This is an optimization exercise on Yosys and OpenROAD, whose aim is small area, not a production implementation. Only simulation tests tie the RTL to the original design; equivalence was not proved.

## flow/design.v (module list and top-level ports; edited modules follow where they fit)
// module CORDIC_COS_SIN: 1546 lines
module CORDIC_COS_SIN #(
    parameter DATA_WIDTH = 16,
    parameter PHASE_WIDTH = 32,
    parameter STAGE = 16
) (
    input clk,
    input rst,
    input en,
    input mode,
    input signed [DATA_WIDTH-1:0] x0,
    input signed [DATA_WIDTH-1:0] y0,
    input signed [PHASE_WIDTH-1:0] phase,
    output valid,
    output [DATA_WIDTH:0] cos,
    output [DATA_WIDTH:0] sin
);
  // ...
==> flow/run.sh <==
#!/bin/bash
# synth_recipe.tcl (not shown) runs the flow's synth.tcl, then flattens the netlist and writes it again
# the make line also repeats each setting of config.mk as NAME=value (left out here)
make -C /OpenROAD-flow-scripts/flow DESIGN_CONFIG=/design/flow/config.mk WORK_HOME=/design/flow/orfs CLKGATE_MAP_FILE= SYNTH_SCRIPT=/design/flow/synth_recipe.tcl finish
==> flow/config.mk <==
export PLATFORM = sky130hd
export DESIGN_NAME = CORDIC_COS_SIN
export DESIGN_NICKNAME = CORDIC_COS_SIN
export VERILOG_FILES = /design/flow/design.v
export SDC_FILE = /design/flow/constraint.sdc
export NUM_CORES = 4
export LEC_CHECK = 0
export ABC_AREA = 1
export CAP_MARGIN = 5
export CORE_MARGIN = 2
export CORE_UTILIZATION = 55
export CTS_BUF_LIST = sky130_fd_sc_hd__clkbuf_4 sky130_fd_sc_hd__clkbuf_8
export CTS_CLUSTER_DIAMETER = 60
export CTS_CLUSTER_SIZE = 30
export SLEW_MARGIN = 5
==> flow/constraint.sdc <==
create_clock -name core_clock -period 5.0 [get_ports {clk}]
set_input_delay 1.0000 -clock core_clock [delete_from_list [all_inputs] [get_ports {clk}]]
set_output_delay 1.0000 -clock core_clock [all_outputs]
set_load 0.01 [all_outputs]
==> summary.txt, run 1 <==
Outcome:
- The run finished with no timing, DRC or antenna violations.

GRT:
- The all-layer global routing usage is a little under a quarter.
- The number of global-route vias before repair is between 20k and 30k.

Finish:
- Once layout is complete, the utilization of the core stands at roughly two thirds.
- In the final layout, flip-flops and latches take up 18.7% of the cell area.
- In the final design, more cell area goes to multi-input gates than to any other class.
- The combined flip-flop and latch cell area is just over 0.007 sq mm.
- From synthesis to final layout, the design area changed by 20.3%.
- The finished layout holds 5290 standard cells, fillers aside.
- In the final layout, the multi-input gates occupy 0.0236 sq mm.
- The filler cells instantiated in the layout total between 5k and 6k.

Synthesis:
- The cell area after synthesis is approximately 0.032 sq mm.
- The number of nets handed over by synthesis was roughly 4.7k.
- The post-synthesis simple-gate area fraction is between 10% and 20%.
- The share of the synthesized area in the top cell type is 21.8%.
- The instance count of the mapped netlist is 4095.
- The synthesis-stage register bit count is roughly 360.
- In the synthesized netlist, the cells that appear most often are inv_1 (701), nand2_1 (680), xor2_1 (519), dfxtp_1 (350), ha_1 (344).

Critical path:
- The worst register-to-register path begins at xr6[12].
- STA puts the critical path data required time at roughly 5.6 ns.
- In this run the number of cells on the critical path is 35.
- The critical path contains buffers and inverters numbering 3 combined.
- The most critical setup path has its endpoint at xr7[16].
- Setup slack on the worst reg-to-reg path comes out at 0.1 ns.
- The master of the slowest instance on the critical path is dfxtp_2.

Clock network:
- Once the clock tree was built, the setup fixing pass inserted 3 buffers.
- The clock transition at the registers of the reported paths is ~0.11 ns.

Drt:
- After detailed routing, the wire length on met1 is around 29000 um.
- The number of DRC markers in iteration 0 is between 700 and 800.
- In the final routed layout, each cell accounts on average for between 10 and 15 um.

Die:
- The initial utilization of the core area, before any placement, comes to between 50% and 60%.
- The area enclosed by the die boundary is roughly 0.060 sq mm.
- The die is roughly 250 um tall.

Timing:
- The smallest hold slack is 0.357 ns.
- At the pin with the least slew margin, the transition time is roughly 0.67 ns.
- The max-slew violation count is 0.
- The setup violation total in the final timing report is 0.
- Timing would allow up to approximately 200 MHz.

Min path:
- Counting instances, the worst hold path has a depth of 0.
- In this run the worst hold path is classified as reg -> reg.
==> run 2, diff against run 1 <==
--- a/flow/config.mk
+++ b/flow/config.mk
@@ -7,5 +7,5 @@
 export LEC_CHECK = 0
 export ABC_AREA = 1
-export CAP_MARGIN = 5
+export CAP_MARGIN = 20
 export CORE_MARGIN = 2
 export CORE_UTILIZATION = 55
@@ -13,3 +13,3 @@
 export CTS_CLUSTER_DIAMETER = 60
 export CTS_CLUSTER_SIZE = 30
-export SLEW_MARGIN = 5
+export SLEW_MARGIN = 20
==> run 2 against run 1 <==
- still clean on timing, DRC and antenna
- core utilization is the same
- cell count unchanged
- synthesized cell count unchanged
- area after synthesis did not move
- register-to-register slack barely moved
- count of clock-buffer cells in the layout stayed put
- cell area is the same
- critical path type unchanged
- critical endpoint unchanged
- largest cell class unchanged
==> summary.txt, run 2 <==
Synthesis:
- The share of the synthesized area in the top cell type came to 21.8% (unchanged).
- The synthesized area per cell is 7.86 sq um (unchanged).
- The number of distinct library cells after synthesis came to 61 (unchanged).
- The cell area after synthesis is 0.0322 sq mm (unchanged).
- The yosys synthesis warning count was 1 (unchanged).
- The prevailing post-synth register cell is dfxtp_1 (unchanged).
- The synthesis-stage register bit count came to 358 (unchanged).
- The count of flip-flops with a built-in enable after synthesis is 0 (unchanged).
- The most instantiated library cell after synthesis is inv_1 (unchanged).
- The proportion of synthesized flip-flops having asynchronous set or reset is 2.23% (unchanged).
- Synth area leaders: dfxtp_1 (22%), xor2_1 (14%), ha_1 (13%) (unchanged).
- The compound-gate portion of the synthesized area is 9.33% (unchanged).
- The dominant combinational cell family by area after synthesis is adder cells (unchanged).
- The XOR/XNOR share of the synthesized area is 20.0% (unchanged).
- The portion of the post-synthesis area used by sequential elements is 22.4% (unchanged).
- The portion of netlist area occupied by mux cells was 0% (unchanged).
- The post-synthesis simple-gate area fraction is 16.6% (unchanged).
- Most instantiated cells after synthesis: inv_1 (701), nand2_1 (680), xor2_1 (519), dfxtp_1 (350), ha_1 (344) (unchanged).
- The post-synthesis net count is 4658 (unchanged).
- The instance count of the mapped netlist is 4095 (unchanged).
- The area share of fa/ha/maj cells after synthesis is 22.8% (unchanged).
- The cell accounting for the most synthesized area was dfxtp_1 (unchanged).

Clock network:
- The later-pin clock latency in the skew report is 0.65 ns (about the same).
- The total clock buffers created by CTS was 39 (unchanged).
- The clock root buffer is clkbuf_8 (unchanged).
- The hold buffer count at cts was 0 (unchanged).
- The number of buffers on the longest clock path was 3 (unchanged).
- The clock transition at the registers of the reported paths is 0.11 ns (about the same).
- The H-tree level count is 2 (unchanged).
- The CTS sink count was 358 (unchanged).
- The clock tree from TritonCTS was yes (unchanged).

Timing:
- RSZ-0062 raised after global routing: true (unchanged).
- The setup violation total in the final timing report is 0 (unchanged).
- The portion of the clock cycle consumed by the worst path in the final layout is 98.1% (unchanged).
- The achievable frequency was 204 MHz (unchanged).
- The post-route worst setup slack was 0.0974 ns (unchanged).
- The smallest hold slack came to 0.357 ns (unchanged).
- The clock skew is 0.0382 ns (unchanged).
- The worst-margin pin slew came to 0.671 ns (unchanged).
- The aggregate negative setup slack is 0 ns (unchanged).
- The shortest clock period the worst path allows after layout is 4.90 ns (unchanged).
- The worst relative slew slack is 55.2% (unchanged).
- The max-slew violation count is 0 (unchanged).
- The final count of hold timing violations was 0 (unchanged).

Critical path:
- The biggest cell delay along the critical path is 0.34 ns (about the same).
- The count of buffering cells on the critical path with inverters included is 3 (unchanged).
- The master of the slowest instance on the critical path is dfxtp_2 (unchanged).
- The launching point of the worst reg2reg path is xr6[12] (unchanged).
- The data arrival time of the worst path came to 5.48 ns (about the same).
- The setup slack of the most critical reg-to-reg path was 0.1 ns (about the same).
- The top fanout value on the critical path is 4 (unchanged).
- The family of cells with the greatest summed delay on the critical path is simple AND/OR/NAND/NOR gates (unchanged).
- The reg-to-reg endpoint is xr7[16] (unchanged).
- The required time at the worst-slack endpoint is 5.57 ns (about the same).
- The critical path class is reg -> reg (unchanged).
- The endpoint type of the worst setup path is a flip-flop (unchanged).
- The depth of the worst register-to-register path is 35 (unchanged).
- The most common cell type on the critical path is nand2_2 (unchanged).
- The sort of element at the start of the critical path is a flip-flop (unchanged).

Min path:
- The number of stages on the worst hold path is 0 (unchanged).
- The worst min-delay path endpoint is vld[4] (unchanged).
- The path class of the lowest-slack min-delay path is reg -> reg (unchanged).
- The startpoint of the most critical hold path is vld[3] (unchanged).

GRT:
- The all-layer global routing usage came to 23.1% (unchanged).
- The number of antenna violations at the first check in global routing came to 1 (unchanged).
- The global-route congestion overflow total was 0 (unchanged).
- The largest net degree at the start of global routing was 40 (unchanged).
- The first-pass GRT wire length is 116000 um (unchanged).
- The number of global-route vias before repair came to 25.5k (unchanged).

Placed design:
- The minimum setup slack after placement came to -0.195 ns (unchanged).
- The post-DP HPWL is 57700 um (unchanged).
- The weighted congestion at the end of routability-driven global placement came to 0.858 (unchanged).
- The post-place instance area is 0.0358 sq mm (unchanged).
- The quantity of I/O buffers inserted on ports is 95 (unchanged).

Drt:
- The average vias per placed instance is 4.93 (unchanged).
- The number of DRC markers in iteration 0 was 730 (unchanged).
- The final routed wire length divided by cell count came to 13.3 um (unchanged).
- The remaining number of nets flagged by the antenna check after routing is 0 (unchanged).
- The detailed-routing iteration count for the pre-antenna-repair pass is 5 (unchanged).
- The total DRC errors in the routed layout was 0 (unchanged).
- The routed wire length is 70100 um (unchanged).
- The total number of vias came to 26.1k (unchanged).

Outcome:
- Status: no timing/DRC/antenna violations (unchanged).

Finish:
- The count of fill cells added during filler insertion is 5073 (unchanged).
- The most common library cell in the layout ignoring fill and taps is inv_1 (unchanged).
- The area overhead of the layout relative to synthesis is 20.3% (unchanged).
- The summed area of non-filler cells in the final layout came to 0.0387 sq mm (unchanged).
- Commonest cells after routing, fill and taps aside: inv_1 (673), nand2_1 (632), xor2_1 (503) (unchanged).
- The post-layout net count is 5055 (unchanged).
- The fraction of final layout cells sized beyond drive strength 1 is 17.0% (unchanged).

Die:
- The effective utilization at floorplan is 55.7% (unchanged).
- The core footprint came to 0.0578 sq mm (unchanged).
- The vertical extent of the die is 246 um (unchanged).
- The area enclosed by the die boundary is 0.0605 sq mm (unchanged).
- The width of the die is 246 um (unchanged).
- The number of top-level design ports came to 103 (unchanged).
- The site row count is 88 (unchanged).

Job:
- The number of max-cap violations is 0 (unchanged).
run 2: cell counts in the layout (fill, tap and decap cells not counted):
No cell type changed its count.
run 2: worst reg2reg max path, delay by kind of cell, from the launching register on:
| family | cells | cell delay, ns |
|---|---|---|
| compound gates | 6 | 1.14 |
| xor+xnor | 1 | 0.23 |
| fa+ha+maj | 3 | 0.74 |
| buf+inv | 3 | 0.22 |
| flops | 1 | 0.34 |
| simple gates | 22 | 2.19 |
run 2: how the worst max path moves through the flow:
stage	startpoint	to	slack, ns	cells past startpoint
2_1_floorplan	zr2[14]	xr3[15]	0.06	29
3_3_place_gp	yr3[5]	yr4[16]	-0.13	33
3_5_place_dp	yr3[5]	yr4[14]	-0.19	30
4_1_cts	xr8[14]	sin[16]	-0.05	23
5_1_grt	xr6[12]	xr7[16]	-0.25	38
6_report	xr6[12]	xr7[16]	0.1	35
run 2: metal layers:
layer | vias to the layer above | wire (um) | global-route usage [%]
met1 | 11900 | 29000 | 26.2
met5 | - | 0 | 0
met2 | 270 | 37400 | 45.0
met3 | 123 | 1810 | 2.94
li1 | 13800 | - | -
met4 | 0 | 1910 | 6.17
run 2: stage by stage:
stage | std cells | util, %
2_1_floorplan | 4095 | -
3_3_place_gp | 5164 | 61.9
3_5_place_dp | 5164 | 61.9
4_1_cts | 5239 | 63.8
5_1_grt | 5290 | 67.0
6_report | 5290 | 67.0
run 2: kinds of logic (layout without fill, tap and decap cells):
group | count (synthesis) | after routing
XOR/XNOR | 712 | 712
AO/OA/AOI/OAI | 532 | 532
adder cells (fa/ha/maj) | 495 | 495
AND/OR/NAND/NOR | 1245 | 1245
buffers and inverters | 753 | 1181
flip-flops | 358 | 358
other | 0 | 2
run 2: cell type report:
type	count	area (sq um)	area share, %
Sequential cell	358	7250	18.7
Multi-Input combinational cell	2984	23600	60.9
Timing Repair Buffer	393	3240	8.36
Timing Repair inverter	1	7.51	0.0194
Antenna cell	2	5.00	0.0129
Tap cell	765	957	2.47
Clock buffer	43	586	1.51
Clock inverter	29	389	1.00
Inverter	715	2700	6.96
run 2: repair_timing:
item,CTS,global route
endpoints found under the setup margin,26,112
pin swaps,7,169
gates resized for setup,33,372
buffers inserted,3,50
gates cloned,0,1
==> run 3, diff against run 2 <==
--- a/flow/config.mk
+++ b/flow/config.mk
@@ -9,7 +9,8 @@
 export CAP_MARGIN = 20
 export CORE_MARGIN = 2
-export CORE_UTILIZATION = 55
+export CORE_UTILIZATION = 70
 export CTS_BUF_LIST = sky130_fd_sc_hd__clkbuf_4 sky130_fd_sc_hd__clkbuf_8
 export CTS_CLUSTER_DIAMETER = 60
 export CTS_CLUSTER_SIZE = 30
+export GPL_TIMING_DRIVEN = 0
 export SLEW_MARGIN = 20
==> run 3 against run 2 <==
- the layout now fails its checks (negative setup slack)
- area after synthesis stayed put
- die area down 21%
- first-iteration DRC count rose by 95%
- clock skew rose by 0.0052 ns
- synthesized cell count unchanged
- worst hold slack worse by 0.023 ns
- count of clock-buffer cells in the layout down 2
- cell area down 2.6%
- non-clock buffer count decreased by 111
- critical path type unchanged
==> summary.txt, run 3 <==
Outcome:
- Status: finished with violations (was no timing/DRC/antenna violations).
- The checks that failed were negative setup slack.

Drt:
- The detailed-routing iteration count for the pre-antenna-repair pass is 8 (was 5).
- The total DRC errors in the routed layout came to 0 (unchanged).
- The remaining number of nets flagged by the antenna check after routing is 0 (unchanged).
- The average vias per placed instance is 5.45 (was 4.93).
- The total number of vias is 27.3k (was 26.1k).
- The final routed wire length divided by cell count was 15.4 um (was 13.3 um).
- The number of DRC markers in iteration 0 is 1427 (was 730).
- The routed wire length came to 76900 um (was 70100 um).

Finish:
- The area overhead of the layout relative to synthesis is 17.1% (was 20.3%).
- The post-layout net count was 4940 (was 5055).
- The summed area of non-filler cells in the final layout is 0.0377 sq mm (was 0.0387 sq mm).
- The most common library cell in the layout ignoring fill and taps is inv_1 (unchanged).
- Commonest cells after routing, fill and taps aside: inv_1 (665), nand2_1 (630), xor2_1 (499) (was inv_1 (673), nand2_1 (632), xor2_1 (503)).
- The fraction of final layout cells sized beyond drive strength 1 is 14.8% (was 17.0%).
- The number of diodes is 0 (was 2).

Placed design:
- The post-place instance area is 0.0339 sq mm (was 0.0358 sq mm).
- The minimum setup slack after placement is -1.56 ns (was -0.195 ns).
- The weighted congestion at the end of routability-driven global placement was 0.941 (was 0.858).
- The quantity of I/O buffers inserted on ports came to 95 (unchanged).
- The post-DP HPWL is 55300 um (was 57700 um).

Synthesis:
- The XOR/XNOR share of the synthesized area is 20.0% (unchanged).
- The count of flip-flops with a built-in enable after synthesis was 0 (unchanged).
- The dominant combinational cell family by area after synthesis is adder cells (unchanged).
- The cell area after synthesis was 0.0322 sq mm (unchanged).
- The post-synthesis simple-gate area fraction came to 16.6% (unchanged).
- The share of the synthesized area in the top cell type is 21.8% (unchanged).
- Most instantiated cells after synthesis: inv_1 (701), nand2_1 (680), xor2_1 (519), dfxtp_1 (350), ha_1 (344) (unchanged).
- The most instantiated library cell after synthesis is inv_1 (unchanged).
- The compound-gate portion of the synthesized area is 9.33% (unchanged).
- The area share of fa/ha/maj cells after synthesis is 22.8% (unchanged).
- The synthesized area per cell was 7.86 sq um (unchanged).
- The proportion of synthesized flip-flops having asynchronous set or reset is 2.23% (unchanged).
- The synthesis-stage register bit count is 358 (unchanged).
- The portion of the post-synthesis area used by sequential elements is 22.4% (unchanged).
- The instance count of the mapped netlist is 4095 (unchanged).
- Synth area leaders: dfxtp_1 (22%), xor2_1 (14%), ha_1 (13%) (unchanged).
- The post-synthesis net count was 4658 (unchanged).
- The cell accounting for the most synthesized area is dfxtp_1 (unchanged).
- The prevailing post-synth register cell is dfxtp_1 (unchanged).
- The portion of netlist area occupied by mux cells is 0% (unchanged).
- The yosys synthesis warning count came to 1 (unchanged).
- The number of distinct library cells after synthesis is 61 (unchanged).

Clock network:
- The number of buffers on the longest clock path came to 3 (unchanged).
- The total clock buffers created by CTS is 36 (was 39).
- The clock transition at the registers of the reported paths is 0.10 ns (was 0.11 ns).
- The H-tree level count came to 2 (unchanged).
- The clock tree from TritonCTS was yes (unchanged).
- The CTS sink count is 358 (unchanged).
- The later-pin clock latency in the skew report is 0.65 ns (about the same).
- The clock root buffer was clkbuf_8 (unchanged).

Job:
- The number of max-cap violations is 0 (unchanged).

Critical path:
- The endpoint type of the worst setup path was a flip-flop (unchanged).
- The launching point of the worst reg2reg path is zr4[10] (was xr6[12]).
- The reg-to-reg endpoint is xr5[14] (was xr7[16]).
- The critical path class is reg -> reg (unchanged).
- The top fanout value on the critical path is 10 (was 4).
- The data arrival time of the worst path is 5.95 ns (was 5.48 ns).
- The launching instance or port of the critical path was zr4[10] (was xr6[12]).
- The endpoint of the worst setup timing path is xr5[14] (was xr7[16]).
- The sort of element at the start of the critical path is a flip-flop (unchanged).
- The setup slack of the most critical reg-to-reg path is -0.40 ns (was 0.1 ns).
- The depth of the worst register-to-register path came to 27 (was 35).
- The required time at the worst-slack endpoint is 5.55 ns (was 5.57 ns).

Die:
- The site row count came to 78 (was 88).
- The area enclosed by the die boundary is 0.0477 sq mm (was 0.0605 sq mm).
- The effective utilization at floorplan is 70.9% (was 55.7%).
- The vertical extent of the die is 218 um (was 246 um).
- The number of top-level design ports is 103 (unchanged).
- The core footprint is 0.0454 sq mm (was 0.0578 sq mm).
- The width of the die is 218 um (was 246 um).

GRT:
- The first-pass GRT wire length came to 114000 um (was 116000 um).
- The largest net degree at the start of global routing is 20 (was 40).
- The number of antenna violations at the first check in global routing was 0 (was 1).
- The routing usage on met3 is 2.44% (was 2.94%).
- The all-layer global routing usage came to 29.1% (was 23.1%).
- The met2 track utilization from global routing was 58.8% (was 45.0%).
- The number of global-route vias before repair was 25.4k (was 25.5k).
- The met1 usage is 30.4% (was 26.2%).
- The global-route congestion overflow total is 0 (unchanged).
- The most congested layer reported by global routing is met2 (unchanged).

Timing:
- The clock skew is 0.0434 ns (was 0.0382 ns).
- The shortest clock period the worst path allows after layout came to 5.40 ns (was 4.90 ns).
- The setup violation total in the final timing report is 18 (was 0).
- The achievable frequency is 185 MHz (was 204 MHz).
- The worst-margin pin slew is 0.862 ns (was 0.671 ns).
- RSZ-0062 raised after global routing: true (unchanged).
- The portion of the clock cycle consumed by the worst path in the final layout is 108% (was 98.1%).
- The smallest hold slack is 0.334 ns (was 0.357 ns).
- The final count of hold timing violations is 0 (unchanged).
- The post-route worst setup slack is -0.403 ns (was 0.0974 ns).
- The max-slew violation count is 0 (unchanged).
- The worst relative slew slack is 42.3% (was 55.2%).

Min path:
- The path class of the lowest-slack min-delay path is reg -> reg (unchanged).
==> run 3: final cells by class <==
cell class	count	area, sq um
multi-input combinational	2984	23900
buffer	36	226
clock inverter	23	225
tap	600	751
inverter	715	2710
timing repair buffer	246	2100
fill	2876	7670
sequential	358	7270
clock buffer	41	558
==> run 3: per-layer routing <==
| layer | routed length, um | share of wire, % | up-vias |
|---|---|---|---|
| li1 | - | - | 13600 |
| met1 | 28600 | 37 | 12700 |
| met2 | 41300 | 54 | 725 |
| met5 | 0 | 0 | - |
| met3 | 2820 | 3.7 | 298 |
| met4 | 4190 | 5.5 | 0 |
==> run 3: repair_timing <==
action / in CTS / in global routing
hold buffers: 0 / 0
setup buffers: 41 / 110
gates resized for setup: 151 / 330
endpoints found under the setup margin: 152 / 121
pin swaps: 44 / 152
==> run 3: critical path: stages, from the launching register on <==
cell        delay (ns)
dfxtp_4           0.43
clkinvlp_4        0.18
ha_1              0.37
nand2_1           0.10
nor3_1            0.22
nand2_1           0.15
nand2_1           0.09
nand2_1           0.08
nand2_4           0.15
nand2_1           0.22
nand2_4           0.18
buf_6             0.19
xnor2_1           0.11
ha_1              0.23
fa_2              0.36
a31oi_2           0.22
inv_1             0.19
a31oi_4           0.25
nor2_2            0.09
a211oi_2          0.29
buf_4             0.21
nand2_2           0.09
nor2_4            0.17
nand4_1           0.20
nor2_2            0.21
a21oi_1           0.11
xnor2_1           0.19
inv_1             0.05
==> run 3: how the worst min path moves through the flow <==
stage / from / to / slack, ns / cells after the start
detailed placement: zr2[0] / zr3[0] / 0.31 / 0
finish: zr2[0] / zr3[0] / 0.33 / 0
global placement: zr2[0] / zr3[0] / 0.31 / 0
CTS: zr2[0] / zr3[0] / 0.33 / 0
floorplan: zr2[0] / zr3[0] / 0.31 / 0
global route: zr2[0] / zr3[0] / 0.34 / 0
==> run 3: metrics by stage <==
step / setup TNS [ns] / instances / util (%)
6_report: -2.89 / 5003 / 83.1
4_1_cts: 0 / 4894 / 78.3
2_1_floorplan: 0 / 4095 / -
5_1_grt: -10.72 / 5003 / 83.1
3_5_place_dp: -74.52 / 4790 / 74.7
3_3_place_gp: -65.87 / 4790 / 74.7
==> run 3: cell families (layout without fill, tap and decap cells) <==
group | after synthesis | in the layout
and+or+nand+nor | 1245 | 1245
buffers and inverters | 753 | 1061
xor gates and xnor gates | 712 | 712
AOI/OAI and AO/OA | 532 | 532
adders and majority gates | 495 | 495
DFF | 358 | 358
==> run 4, diff against run 3 <==
--- a/flow/config.mk
+++ b/flow/config.mk
@@ -9,5 +9,5 @@
 export CAP_MARGIN = 20
 export CORE_MARGIN = 2
-export CORE_UTILIZATION = 70
+export CORE_UTILIZATION = 55
 export CTS_BUF_LIST = sky130_fd_sc_hd__clkbuf_4 sky130_fd_sc_hd__clkbuf_8
 export CTS_CLUSTER_DIAMETER = 60
==> run 4 against run 3 <==
- now clean on timing, DRC and antenna
- maximum frequency rose by 10%
- cell count rose by 3.4%
- die area rose by 27%
- sequential cell count is the same
- routed wire length is 6.9% lower
- critical endpoint is now xr7[16]
- highest routed layer unchanged
==> summary.txt, run 4 <==
Synthesis:
- The instance count of the mapped netlist is 4095 (unchanged).
- Most instantiated cells after synthesis: inv_1 (701), nand2_1 (680), xor2_1 (519), dfxtp_1 (350), ha_1 (344) (unchanged).
- Synth area leaders: dfxtp_1 (22%), xor2_1 (14%), ha_1 (13%) (unchanged).
- The portion of the post-synthesis area used by sequential elements came to 22.4% (unchanged).
- The yosys synthesis warning count is 1 (unchanged).
- The cell accounting for the most synthesized area is dfxtp_1 (unchanged).
- The post-synthesis net count is 4658 (unchanged).
- The share of the synthesized area in the top cell type came to 21.8% (unchanged).
- The synthesized area per cell is 7.86 sq um (unchanged).
- The synthesis-stage register bit count is 358 (unchanged).
- The most instantiated library cell after synthesis is inv_1 (unchanged).
- The cell area after synthesis is 0.0322 sq mm (unchanged).
- The prevailing post-synth register cell is dfxtp_1 (unchanged).
- The count of flip-flops with a built-in enable after synthesis is 0 (unchanged).
- The number of distinct library cells after synthesis is 61 (unchanged).
- The proportion of synthesized flip-flops having asynchronous set or reset came to 2.23% (unchanged).

Critical path:
- The data arrival time of the worst path was 5.47 ns (was 5.95 ns).
- The biggest cell delay along the critical path came to 0.38 ns (was 0.43 ns).
- The endpoint type of the worst setup path is a flip-flop (unchanged).
- The sort of element at the start of the critical path is a flip-flop (unchanged).
- The master of the slowest instance on the critical path is dfxtp_4 (unchanged).
- The critical path class is reg -> reg (unchanged).
- The most common cell type on the critical path is nand2_2 (was nand2_1).
- The top fanout value on the critical path is 3 (was 10).
- The required time at the worst-slack endpoint was 5.56 ns (was 5.55 ns).

Placed design:
- The cell count after placement is 4955 (was 4790).
- The quantity of I/O buffers inserted on ports is 95 (unchanged).
- The weighted congestion at the end of routability-driven global placement is 0.900 (was 0.941).
- The minimum setup slack after placement was -1.67 ns (was -1.56 ns).
- The post-DP HPWL is 57800 um (was 55300 um).

Drt:
- The total number of vias is 25.8k (was 27.3k).
- The remaining number of nets flagged by the antenna check after routing is 0 (unchanged).
- The final routed wire length divided by cell count came to 13.8 um (was 15.4 um).
- The total DRC errors in the routed layout is 0 (unchanged).
- The number of DRC markers in iteration 0 came to 959 (was 1427).
- The average vias per placed instance is 4.99 (was 5.45).
- The detailed-routing iteration count for the pre-antenna-repair pass is 5 (was 8).
- The routed wire length is 71600 um (was 76900 um).

Die:
- The number of top-level design ports is 103 (unchanged).
- The effective utilization at floorplan is 55.7% (was 70.9%).
- The width of the die is 246 um (was 218 um).
- The core footprint is 0.0578 sq mm (was 0.0454 sq mm).
- The area enclosed by the die boundary was 0.0605 sq mm (was 0.0477 sq mm).
- The site row count is 88 (was 78).
- The vertical extent of the die was 246 um (was 218 um).

GRT:
- The routing usage on met3 is 2.47% (was 2.44%).
- The global-route congestion overflow total came to 0 (unchanged).
- The number of global-route vias before repair is 24.8k (was 25.4k).
- The met1 usage is 27.2% (was 30.4%).
- The most congested layer reported by global routing is met2 (unchanged).
- The met2 track utilization from global routing came to 45.6% (was 58.8%).
- The largest net degree at the start of global routing came to 23 (was 20).
- The number of antenna violations at the first check in global routing is 0 (unchanged).
- The first-pass GRT wire length came to 117000 um (was 114000 um).
- The all-layer global routing usage is 23.4% (was 29.1%).

Clock network:
- The H-tree level count is 2 (unchanged).
- The later-pin clock latency in the skew report is 0.65 ns (about the same).
- The total clock buffers created by CTS is 38 (was 36).
- The clock transition at the registers of the reported paths is 0.11 ns (was 0.10 ns).
- The CTS sink count is 358 (unchanged).
- The number of buffers on the longest clock path is 3 (unchanged).
- The clock tree from TritonCTS is yes (unchanged).
- The clock root buffer is clkbuf_8 (unchanged).
- The hold buffer count at cts was 0 (unchanged).

Finish:
- The most common library cell in the layout ignoring fill and taps is inv_1 (unchanged).
- The number of diodes is 0 (unchanged).
- The fraction of final layout cells sized beyond drive strength 1 came to 15.0% (was 14.8%).
- The count of placed standard cells in the final layout, fillers left out is 5173 (was 5003).
- Commonest cells after routing, fill and taps aside: inv_1 (668), nand2_1 (638), xor2_1 (494) (was inv_1 (665), nand2_1 (630), xor2_1 (499)).
- The count of fill cells added during filler insertion is 5174 (was 2876).
- The area overhead of the layout relative to synthesis is 18.5% (was 17.1%).
- The post-layout net count is 4942 (was 4940).

Timing:
- The worst-margin pin slew is 0.898 ns (was 0.862 ns).
- The final count of hold timing violations is 0 (unchanged).
- The max-slew violation count came to 0 (unchanged).
- The worst relative slew slack was 39.9% (was 42.3%).
- The shortest clock period the worst path allows after layout came to 4.91 ns (was 5.40 ns).
- The achievable frequency is 204 MHz (was 185 MHz).
- The post-route worst setup slack is 0.0912 ns (was -0.403 ns).
- RSZ-0062 raised after global routing: true (unchanged).
- The portion of the clock cycle consumed by the worst path in the final layout is 98.2% (was 108%).
- The clock skew is 0.0350 ns (was 0.0434 ns).
- The setup violation total in the final timing report is 0 (was 18).

Job:
- The number of max-cap violations is 0 (unchanged).

Min path:
- The path class of the lowest-slack min-delay path is reg -> reg (unchanged).

Outcome:
- Status: no timing/DRC/antenna violations (was finished with violations).
## run 4: repair_timing
item | in CTS | in global routing
pin swaps | 53 | 147
gates resized for setup | 164 | 309
setup buffers | 64 | 87
cloned | 1 | 0
setup endpoints to repair | 155 | 124
## run 4: worst paths after layout
check,from,endpoint,slack (ns),cells past startpoint
hold / removal,zr2[0],zr3[0],0.35,0
hold reg to reg,zr2[0],zr3[0],0.35,0
setup reg to reg,xr6[12],xr7[16],0.09,37
max in group asynchronous,rst,vld[7],4.21,2
setup / recovery,xr6[12],xr7[16],0.09,37
min in group asynchronous,rst,vld[4],0.58,2
## run 4: cells by family (layout without fill, tap and decap cells)
family / after synthesis / count (layout) / synth area share (%)
adder cells (fa/ha/maj): 495 / 495 / 22.8
AND/OR/NAND/NOR: 1245 / 1245 / 16.6
AO/OA/AOI/OAI: 532 / 532 / 9.33
buffers and inverters: 753 / 1066 / 8.96
XOR/XNOR: 712 / 712 / 20.0
flip-flops: 358 / 358 / 22.4
## run 4: area by class of cell
| class | instances | area, sq um | share of cell area, % |
|---|---|---|---|
| repair buffers | 244 | 2090 | 5.49 |
| well taps | 765 | 957 | 2.51 |
| plain buffers | 37 | 249 | 0.653 |
| flip-flops and latches | 358 | 7270 | 19.1 |
| inverters | 715 | 2710 | 7.09 |
| multi-input cells | 2984 | 23900 | 62.7 |
| clock inverters | 30 | 423 | 1.11 |
| clock buffers | 39 | 537 | 1.41 |
| repair inverters | 1 | 7.51 | 0.0197 |
## run 4: through the flow
step           setup TNS [ns]  instance area (sq um)  hold WS (ns)  util, %
4_1_cts               -0.0412                  36200         0.345     62.6
5_1_grt                 -2.17                  38100         0.355     66.0
3_3_place_gp           -83.42                  34100         0.314     59.0
6_report                    0                  38100         0.346     66.0
2_1_floorplan               0                  32200         0.310        -
3_5_place_dp           -84.24                  34100         0.318     59.0
## run 4: critical path: cells and delay by family, from the launching register on
kind / cells / cell delay [ns]
AOI/OAI and AO/OA: 7 / 1.21
adders and majority gates: 4 / 0.99
and+or+nand+nor: 17 / 1.58
DFF: 1 / 0.38
buffers and inverters: 9 / 0.64
## run 4: per-layer routing
metal,routed length [um],part of all wire (%)
met1,30200,42
met2,38100,53
met3,1660,2.3
met4,1630,2.3
met5,0,0

## port drivers added, routing unchanged
The results above use ideal ports. As a check the final layouts listed here were re-extracted and re-timed, cells and wires unchanged. Step 1 assumes that a clkbuf_16 drives the clock port and a buf_2 every other input. Step 2, shift: input delay + t, output delay - t, t = (earliest + latest rising clock arrival at the registers) / 2. This alone moves slack from input paths to output paths. Three values: ideal, step 1, step 2; two values: the first two.
| run | shift t [ns] | setup WS [ns] | worst data-port slew with drivers (ns) |
|---|---|---|---|
| run 1 | 0.685 | 0.097 / 0.097 / -0.030 | 0.04 |
| run 2 | 0.685 | 0.097 / 0.097 / -0.030 | 0.04 |
| run 3 | 0.684 | -0.403 / -0.403 / -0.403 | 0.06 |
| run 4 | 0.689 | 0.091 / 0.091 / -0.277 | 0.06 |
With both steps, setup timing fails in run 1, run 2 and run 4, where it was met with ideal ports. The setup slack of run 4, which loses most, moves by 0.000 ns with the drivers and by -0.368 ns with both steps.
